What follows belongs to an exercise in optimizing a design on an open flow for small area, a short achievable clock period and few clock cycles per item; a production flow would make more cautious choices.
Where RTL was checked, it was by simulation tests only, not by an equivalence proof against the original.

== v55 ==
## PointMultiplier
module PointMultiplier(point, scalar, clk, start, result, done);
export LEC_CHECK = 0
export CAP_MARGIN = 20
export CORE_MARGIN = 2
export CORE_UTILIZATION = 55
export SETUP_SLACK_MARGIN = 4
export SLEW_MARGIN = 20
create_clock -name core_clock -period 8.0 [get_ports {clk}]
standard.sh (not shown) runs the stock make flow with config.mk's settings and CLKGATE_MAP_FILE= SYNTH_SCRIPT=/design/flow/synth_recipe.tcl, a recipe that flattens the netlist after the stock synthesis.
==> flow/flow/run.sh <==
#!/bin/bash
# Layout flow: the standard flow, except that the synthesis's final
# technology mapping (ABC) uses Yosys's default ABC script with a delay
# target instead of ORFS's abc_speed/abc_area script, and the half/full-adder
# extraction is off (this design is XOR logic, not arithmetic).
# Everything before ABC (and so every register, its name and cell) is
# the standard synthesis (synth_recipe.tcl); everything after synthesis
# is standard.sh.
set -euo pipefail
W=$(pwd)
export MY_ABC_D=$(cat "$W/flow/abc_d.txt" 2>/dev/null || echo 4000)
make -C "$FLOW_HOME" DESIGN_CONFIG="$W/config.mk" WORK_HOME="$W/orfs" CLKGATE_MAP_FILE= \
  SYNTH_SCRIPT="$W/flow/my_synth.tcl" ADDER_MAP_FILE= synth > "$W/synth.log" 2>&1
bash "$W/standard.sh" > "$W/layout.log" 2>&1
==> flow/flow/abc_d.txt <==
4000
==> flow/flow/my_synth.tcl <==
proc synth {args} { yosys synth -nofsm -noshare {*}$args }
# Same synthesis as synth_recipe.tcl, but the final technology mapping uses
# Yosys's default ABC script with the delay target from MY_ABC_D (ps).
proc abc {args} {
  set keep {}
  set i 0
  while {$i < [llength $args]} {
    set a [lindex $args $i]
    if {$a eq "-script" || $a eq "-D"} {
      incr i 2
      continue
    }
    lappend keep $a
    incr i
  }
  if {[info exists ::env(MY_ABC_SCRIPT)] && $::env(MY_ABC_SCRIPT) ne ""} {
    lappend keep -script $::env(MY_ABC_SCRIPT)
  }
  yosys abc {*}$keep -D [expr {[info exists ::env(MY_ABC_D)] ? $::env(MY_ABC_D) : 4000}]
}
source $::env(SCRIPTS_DIR)/synth.tcl
# left out here: clear keep_hierarchy, flatten, clean up, hide names made inside functions, write 1_2_yosys.v
Here is what was changed in the inputs of v36 compared with v55.
# v55
export LEC_CHECK = 0
export CAP_MARGIN = 20
export CORE_MARGIN = 2
export CORE_UTILIZATION = 55
export SETUP_SLACK_MARGIN = 4
export SLEW_MARGIN = 20
create_clock -name core_clock -period 8.0 [get_ports {clk}]
# v36
export LEC_CHECK = 0
export CAP_MARGIN = 20
export CORE_MARGIN = 2
export CORE_UTILIZATION = 55
export SETUP_SLACK_MARGIN = 2
export SLEW_MARGIN = 20
create_clock -name core_clock -period 8.0 [get_ports {clk}]
==> flow/flow/run.sh <==
#!/bin/bash
# Layout flow: the standard flow, except that the synthesis's final
# technology mapping (ABC) runs flow/abc.script (Yosys's default ABC script
# for a liberty library, with a relaxed delay target for area recovery)
# instead of ORFS's abc_speed/abc_area script, and the half/full-adder
# extraction is off (this design is XOR logic, not arithmetic).
# Everything before ABC (and so every register, its name and cell) is
# the standard synthesis (synth_recipe.tcl); everything after synthesis
# is standard.sh. Logs: synth.log, layout.log.
set -euo pipefail
W=$(pwd)
export MY_ABC_D=$(cat "$W/flow/abc_d.txt" 2>/dev/null || echo 4000)
export MY_ABC_SCRIPT="$W/flow/abc.script"
make -C "$FLOW_HOME" DESIGN_CONFIG="$W/config.mk" WORK_HOME="$W/orfs" CLKGATE_MAP_FILE= \
  SYNTH_SCRIPT="$W/flow/my_synth.tcl" ADDER_MAP_FILE= synth > "$W/synth.log" 2>&1
bash "$W/standard.sh" > "$W/layout.log" 2>&1
==> flow/flow/abc.script (new file) <==
strash; &get -n; &fraig -x; &put; dc2; strash; &get -n; &dch -f; &nf -R 20 {D}; &put; buffer; upsize {D}; dnsize {D}; stime -p
--- outcome ---
The run showing the greater worst hold slack is v55.
v36 vs v55, cell count went down by 61.
Diff v36 and v55: total global-route track usage higher in v55
Between v55 and v36, number of ordinary inverters in the final layout increased.
Changes observed in v36 relative to v55: multi-input gate share of the layout cell area saw an increase; design area saw a decrease.
Relative to v55, clock network area share increased by 0.57 points in v36.
v36 against v55: die area has decreased; area added between synthesis and finish moved down.
Relative to v36, the following input files were edited for v4:
# v36
export LEC_CHECK = 0
export CAP_MARGIN = 20
export CORE_MARGIN = 2
export CORE_UTILIZATION = 55
export SETUP_SLACK_MARGIN = 2
export SLEW_MARGIN = 20
create_clock -name core_clock -period 8.0 [get_ports {clk}]
# v4
export LEC_CHECK = 0
export CAP_MARGIN = 20
export CORE_MARGIN = 2
export CORE_UTILIZATION = 55
export SETUP_SLACK_MARGIN = 3
export SLEW_MARGIN = 20
create_clock -name core_clock -period 8.0 [get_ports {clk}]
==> flow/flow/run.sh <==
#!/bin/bash
# Layout flow: the standard flow, except that the synthesis's final
# technology mapping (ABC) uses Yosys's default ABC script with a delay
# target instead of ORFS's abc_speed/abc_area script, and the half/full-adder
# extraction is off (this design is XOR logic, not arithmetic).
# Everything before ABC (and so every register, its name and cell) is
# the standard synthesis (synth_recipe.tcl); everything after synthesis
# is standard.sh.
set -euo pipefail
W=$(pwd)
export MY_ABC_D=$(cat "$W/flow/abc_d.txt" 2>/dev/null || echo 4000)
make -C "$FLOW_HOME" DESIGN_CONFIG="$W/config.mk" WORK_HOME="$W/orfs" CLKGATE_MAP_FILE= \
  SYNTH_SCRIPT="$W/flow/my_synth.tcl" ADDER_MAP_FILE= synth > "$W/synth.log" 2>&1
bash "$W/standard.sh" > "$W/layout.log" 2>&1
removed: flow/flow/abc.script
==> run notes <==
- v4: no failed stages, no open violations at the end
- v36 has a lower non-clock buffer count than v4.
- Diff v36 -> v4 | post-layout minimum cycle time | decrease of 0.66 ns
- On simple-gate area share of the yosys netlist, v36 and v4 are neck and neck.
- Of v36 and v4, the run reporting the lower post-cts repair resize count was v36.
- Routed wire in v4 totals more than in v36.
- Relative to v36, the share of the yosys chip area belonging to registers of v4 is lower by 0.40 points.
Function was not checked in any run of this note: the RTL went through the layout flow alone.

---

Another version of the RTL of PointMultiplier (not shown whole).
Size: ~46 flip-flops, about 38 I/O pins.
## PointMultiplier
module PointMultiplier(point, scalar, clk, start, result, done);
	input [13:0] point;
	input [6:0] scalar;
	input clk, start;
	output [13:0] result;
	output reg done;
	reg [13:0] cur;
	reg [13:0] acc;
	reg [6:0] ks;
	reg ph;
	reg accz;
	reg dbl;
	reg [6:0] invd;
	wire add_now = ks[0] & ~ph;           
	wire real_add = add_now & ~accz;      
	wire triv = add_now & accz;           
	wire last = (ks[6:1] == 6'b0);
	wire acc_zero = (acc == 14'b0);
	wire [13:0] unit_out;
	wire [6:0] x3_raw;
	PointAdder unit(cur, acc, invd, dbl, unit_out, x3_raw);
	assign result = acc;
	wire accz_n = ~triv & acc_zero;
	wire ks1_n = real_add ? ks[0] : ks[1];
	wire dbl_n = ~(ks1_n & ~real_add & ~accz_n);
	wire [6:0] den_add = accz ? cur[6:0] : acc[6:0];
	wire [6:0] den_n = real_add ? cur[6:0] : (x3_raw ^ (den_add & {7{~dbl_n}}));
	wire [6:0] invd_n;
	Inverse inv_next(start ? point[6:0] : den_n, invd_n);
	always @(posedge clk) begin
		invd <= invd_n;
		if (start) begin
			cur <= point;
			ks <= scalar;
			ph <= 1'b0;
			accz <= 1'b1;
			dbl <= 1'b1;
		end else begin
			ph <= real_add;
			accz <= accz_n;
			dbl <= dbl_n;
			if (!real_add) begin
				cur <= unit_out;
				ks <= ks >> 1;
			end
		end
	end
	always @(posedge clk) begin
		if (start) begin
			acc <= 14'b0;
			done <= 1'b0;
		end else if (!done) begin
			if (ks == 7'b0) begin
				done <= 1'b1;
			end else begin
				if (triv) acc <= cur;
				if (real_add) acc <= unit_out;
				if ((add_now & last) | (~real_add & (cur[6:0] == 7'b0)))
					done <= 1'b1;
			end
		end
	end
endmodule
export LEC_CHECK = 0
export CAP_MARGIN = 20
export CORE_MARGIN = 2
export CORE_UTILIZATION = 55
export SETUP_SLACK_MARGIN = 2
export SLEW_MARGIN = 20
create_clock -name core_clock -period 8.0 [get_ports {clk}]
==> flow/flow/run.sh <==
#!/bin/bash
# Layout flow: the standard flow, except that the synthesis's final
# technology mapping (ABC) runs flow/abc.script (Yosys's default ABC script
# for a liberty library, with a relaxed delay target for area recovery)
# instead of ORFS's abc_speed/abc_area script, and the half/full-adder
# extraction is off (this design is XOR logic, not arithmetic).
# Everything before ABC (and so every register, its name and cell) is
# the standard synthesis (synth_recipe.tcl); everything after synthesis
# is standard.sh. Logs: synth.log, layout.log.
set -euo pipefail
W=$(pwd)
export MY_ABC_D=$(cat "$W/flow/abc_d.txt" 2>/dev/null || echo 4000)
export MY_ABC_SCRIPT="$W/flow/abc.script"
make -C "$FLOW_HOME" DESIGN_CONFIG="$W/config.mk" WORK_HOME="$W/orfs" CLKGATE_MAP_FILE= \
  SYNTH_SCRIPT="$W/flow/my_synth.tcl" ADDER_MAP_FILE= synth > "$W/synth.log" 2>&1
bash "$W/standard.sh" > "$W/layout.log" 2>&1
==> flow/flow/abc.script <==
strash; &get -n; &fraig -x; &put; dc2; strash; &get -n; &dch -f; &nf -R 20 {D}; &put; buffer; upsize {D}; dnsize {D}; stime -p
Scripts as last shown in full above: flow/flow/abc_d.txt, flow/flow/my_synth.tcl
Testbench counts at the start, summed over its fixed seeds: cycles 3,246, items 384.
Next try:
- SETUP_SLACK_MARGIN: 2 -> 4
Result:
- The new run ran to the end with no violations
- design area rises by a quarter to a third
- hold slack degrades by 0.0071 ns
- worst setup slack improves by 0.56 ns
- clock-buffer cell count stays the same
- core utilization rises by 19 points
- routed wire length rises by well over a third
- die area stays the same
- sequential share of layout area falls by 4.1 points
- critical path depth rises by 2
Next try:
--- a/flow/flow/run.sh
+++ b/flow/flow/run.sh
@@ -7,5 +7,8 @@
 # Everything before ABC (and so every register, its name and cell) is
 # the standard synthesis (synth_recipe.tcl); everything after synthesis
-# is standard.sh. Logs: synth.log, layout.log.
+# is standard.sh, with the port buffers that global placement inserts made
+# of buf_1 cells (ORFS's BUFFER_PORTS_ARGS) instead of the resizer's pick,
+# clkdlybuf4s50_1; repair_design and repair_timing still resize them.
+# Logs: synth.log, layout.log.
 set -euo pipefail
 W=$(pwd)
@@ -14,3 +17,4 @@
 make -C "$FLOW_HOME" DESIGN_CONFIG="$W/config.mk" WORK_HOME="$W/orfs" CLKGATE_MAP_FILE= \
   SYNTH_SCRIPT="$W/flow/my_synth.tcl" ADDER_MAP_FILE= synth > "$W/synth.log" 2>&1
+export BUFFER_PORTS_ARGS="-buffer_cell sky130_fd_sc_hd__buf_1"
 bash "$W/standard.sh" > "$W/layout.log" 2>&1
==> flow/flow/abc.script (replaced) <==
strash; &get -n; &fraig -x; &put; dc2; strash; &get -n; &dch -f; &nf -R 20 {D}; &put
- SETUP_SLACK_MARGIN: 4 -> 3
=>
- The new run passed the timing, DRC and antenna checks
- design area is lower by about 25%
- first-iteration DRC count decreases by about 65%
- area after synthesis went down by 7.1%
- maximum frequency went down by 2.8%
- wire length went down by 31%
- sequential share of layout area climbs by 4.6 points
- clock-buffer cell count stays the same
- clock skew drops by 0.010 ns
- via count fell by about 16%
- global-route usage is lower by 2.9 points
Next try:
==> flow/flow/abc.script (replaced) <==
strash; &get -n; &fraig -x; &put; dc2; strash; &get -n; &dch -f; &nf -R 20 {D}; &put; buffer; upsize {D}; dnsize {D}; stime -p
- PLACE_DENSITY: unset -> 0.8
Final area rose slightly.
Routed wire length climbs slightly.
Clock skew came out higher by 0.0042 ns.
Setup slack improved by 0.12 ns.
Synthesized cell count rose by a few percent.

---

PointMultiplier again, from the RTL that the note above started with.
Design PointMultiplier, start of the top module:
module PointMultiplier(point, scalar, clk, start, result, done);
clock: 8.0 ns
lec_check: 0
cap_margin: 20
core_margin: 2
core_utilization: 65
setup_slack_margin: 3
slew_margin: 20
==> flow/flow/run.sh <==
#!/bin/bash
# Layout flow: the standard flow, except that the synthesis's final
# technology mapping (ABC) runs flow/abc.script (Yosys's default ABC script
# for a liberty library, with a relaxed delay target for area recovery)
# instead of ORFS's abc_speed/abc_area script, and the half/full-adder
# extraction is off (this design is XOR logic, not arithmetic).
# Everything before ABC (and so every register, its name and cell) is
# the standard synthesis (synth_recipe.tcl); everything after synthesis
# is standard.sh, with the port buffers that global placement inserts made
# of buf_1 cells (ORFS's BUFFER_PORTS_ARGS) instead of the resizer's pick,
# clkdlybuf4s50_1; repair_design and repair_timing still resize them.
# Logs: synth.log, layout.log.
set -euo pipefail
W=$(pwd)
export MY_ABC_D=$(cat "$W/flow/abc_d.txt" 2>/dev/null || echo 4000)
export MY_ABC_SCRIPT="$W/flow/abc.script"
make -C "$FLOW_HOME" DESIGN_CONFIG="$W/config.mk" WORK_HOME="$W/orfs" CLKGATE_MAP_FILE= \
  SYNTH_SCRIPT="$W/flow/my_synth.tcl" ADDER_MAP_FILE= synth > "$W/synth.log" 2>&1
export BUFFER_PORTS_ARGS="-buffer_cell sky130_fd_sc_hd__buf_1"
bash "$W/standard.sh" > "$W/layout.log" 2>&1
==> flow/flow/abc.script <==
strash; &get -n; &fraig -x; &put; dc2; strash; &get -n; &dch -f; &nf -R 20 {D}; &put; buffer; upsize {D}; dnsize {D}; stime -p
Scripts as last shown in full above: flow/flow/abc_d.txt, flow/flow/my_synth.tcl
Testbench counts at the start, summed over its fixed seeds: cycles 3,246, items 384.
Next try:
--- a/flow/flow/run.sh
+++ b/flow/flow/run.sh
@@ -8,6 +8,3 @@
 # the standard synthesis (synth_recipe.tcl); everything after synthesis
-# is standard.sh, with the port buffers that global placement inserts made
-# of buf_1 cells (ORFS's BUFFER_PORTS_ARGS) instead of the resizer's pick,
-# clkdlybuf4s50_1; repair_design and repair_timing still resize them.
-# Logs: synth.log, layout.log.
+# is standard.sh. Logs: synth.log, layout.log.
 set -euo pipefail
@@ -18,3 +15,2 @@
   SYNTH_SCRIPT="$W/flow/my_synth.tcl" ADDER_MAP_FILE= synth > "$W/synth.log" 2>&1
-export BUFFER_PORTS_ARGS="-buffer_cell sky130_fd_sc_hd__buf_1"
 bash "$W/standard.sh" > "$W/layout.log" 2>&1
--- a/flow/config.mk
+++ b/flow/config.mk
@@ -9,4 +9,4 @@
 export CORE_MARGIN = 2
-export CORE_UTILIZATION = 65
-export SETUP_SLACK_MARGIN = 3
+export CORE_UTILIZATION = 55
+export SETUP_SLACK_MARGIN = 3.5
 export SLEW_MARGIN = 20
What happened: The changed run finished clean; routed wire length goes up by about 13%; critical path depth came out higher by 1; die area came out higher by about 17%; global-route usage goes down by 4.9 points.
Next try:
--- a/flow/config.mk
+++ b/flow/config.mk
@@ -10,3 +10,3 @@
 export CORE_UTILIZATION = 55
-export SETUP_SLACK_MARGIN = 3.5
+export SETUP_SLACK_MARGIN = 2.5
 export SLEW_MARGIN = 20
Hold slack is better by 0.0081 ns; global-route usage goes down by 0.98 points; sequential share of layout area went up by 2.0 points.
Next try:
--- a/flow/config.mk
+++ b/flow/config.mk
@@ -10,3 +10,3 @@
 export CORE_UTILIZATION = 55
-export SETUP_SLACK_MARGIN = 2.5
+export SETUP_SLACK_MARGIN = 3
 export SLEW_MARGIN = 20
Cell count increases by 0.78%.
Design area is higher by 2.9%.
Utilization went up by 1.8 points.
Global-route usage barely changes.
Register-to-register slack gets better by 0.40 ns.
Worst hold slack gets worse by 0.0063 ns.
Next try:
--- a/flow/flow/run.sh
+++ b/flow/flow/run.sh
@@ -8,3 +8,6 @@
 # the standard synthesis (synth_recipe.tcl); everything after synthesis
-# is standard.sh. Logs: synth.log, layout.log.
+# is standard.sh, with the port buffers that global placement inserts made
+# of buf_1 cells (ORFS's BUFFER_PORTS_ARGS) instead of the resizer's pick,
+# clkdlybuf4s50_1; repair_design and repair_timing still resize them.
+# Logs: synth.log, layout.log.
 set -euo pipefail
@@ -15,2 +18,3 @@
   SYNTH_SCRIPT="$W/flow/my_synth.tcl" ADDER_MAP_FILE= synth > "$W/synth.log" 2>&1
+export BUFFER_PORTS_ARGS="-buffer_cell sky130_fd_sc_hd__buf_1"
 bash "$W/standard.sh" > "$W/layout.log" 2>&1
Worst setup slack loses 0.11 ns.
Area after synthesis stays the same.
Die area is unchanged.

[separate check: timing with driven ports]
How much do the figures lean on ideal ports? The routed layouts below were timed once more, with nothing changed but the port constraints.
Step 1: set_driving_cell puts a clkbuf_16 on clk and a buf_2 on each other input, an assumption about the parent block.
Step 2 also shifts input and output timing later by t, the mid clock arrival at the registers, as if the neighbouring blocks saw the same clock.
a / b / c = no drivers / after step 1 / after step 2; a / b = the first two.
| run | shift t [ns] | setup WS [ns] | hold slack, ns | latest minus earliest clock arrival (ns) |
|---|---|---|---|---|
| v55 | 0.349 | 3.107 / 3.107 / 3.065 | 0.550 / 0.550 / 0.550 | 0.012 / 0.013 |
| v36 | 0.348 | 2.275 / 2.275 / 2.275 | 0.539 / 0.539 / 0.539 | 0.013 / 0.014 |
| v4 | 0.358 | 2.934 / 2.934 / 2.698 | 0.519 / 0.519 / 0.519 | 0.006 / 0.005 |
| the first run of note 2 | 0.338 | 2.721 / 2.721 / 2.721 | 0.568 / 0.568 / 0.568 | 0.025 / 0.025 |
| the second run of note 2 | 0.336 | 3.283 / 3.283 / 3.283 | 0.561 / 0.561 / 0.561 | 0.020 / 0.019 |
| the third run of note 2 | 0.341 | 3.145 / 3.145 / 3.145 | 0.545 / 0.545 / 0.545 | 0.010 / 0.010 |
| the fourth run of note 2 | 0.330 | 3.266 / 3.266 / 3.266 | 0.582 / 0.582 / 0.582 | 0.013 / 0.014 |
| the first run of note 3 | 0.325 | 3.259 / 3.259 / 3.259 | 0.589 / 0.589 / 0.589 | 0.010 / 0.009 |
| the second run of note 3 | 0.341 | 3.453 / 3.453 / 3.453 | 0.564 / 0.564 / 0.564 | 0.028 / 0.028 |
| the third run of note 3 | 0.337 | 2.817 / 2.817 / 2.817 | 0.572 / 0.572 / 0.572 | 0.021 / 0.021 |
| the fourth run of note 3 | 0.339 | 3.217 / 3.217 / 3.217 | 0.566 / 0.566 / 0.566 | 0.024 / 0.023 |
| the fifth run of note 3 | 0.327 | 3.111 / 3.111 / 3.111 | 0.552 / 0.552 / 0.552 | 0.012 / 0.012 |
After both steps every run listed still meets setup and hold. For v4, which loses most, drivers alone change the setup slack by 0.000 ns; drivers and shift together by -0.236 ns.
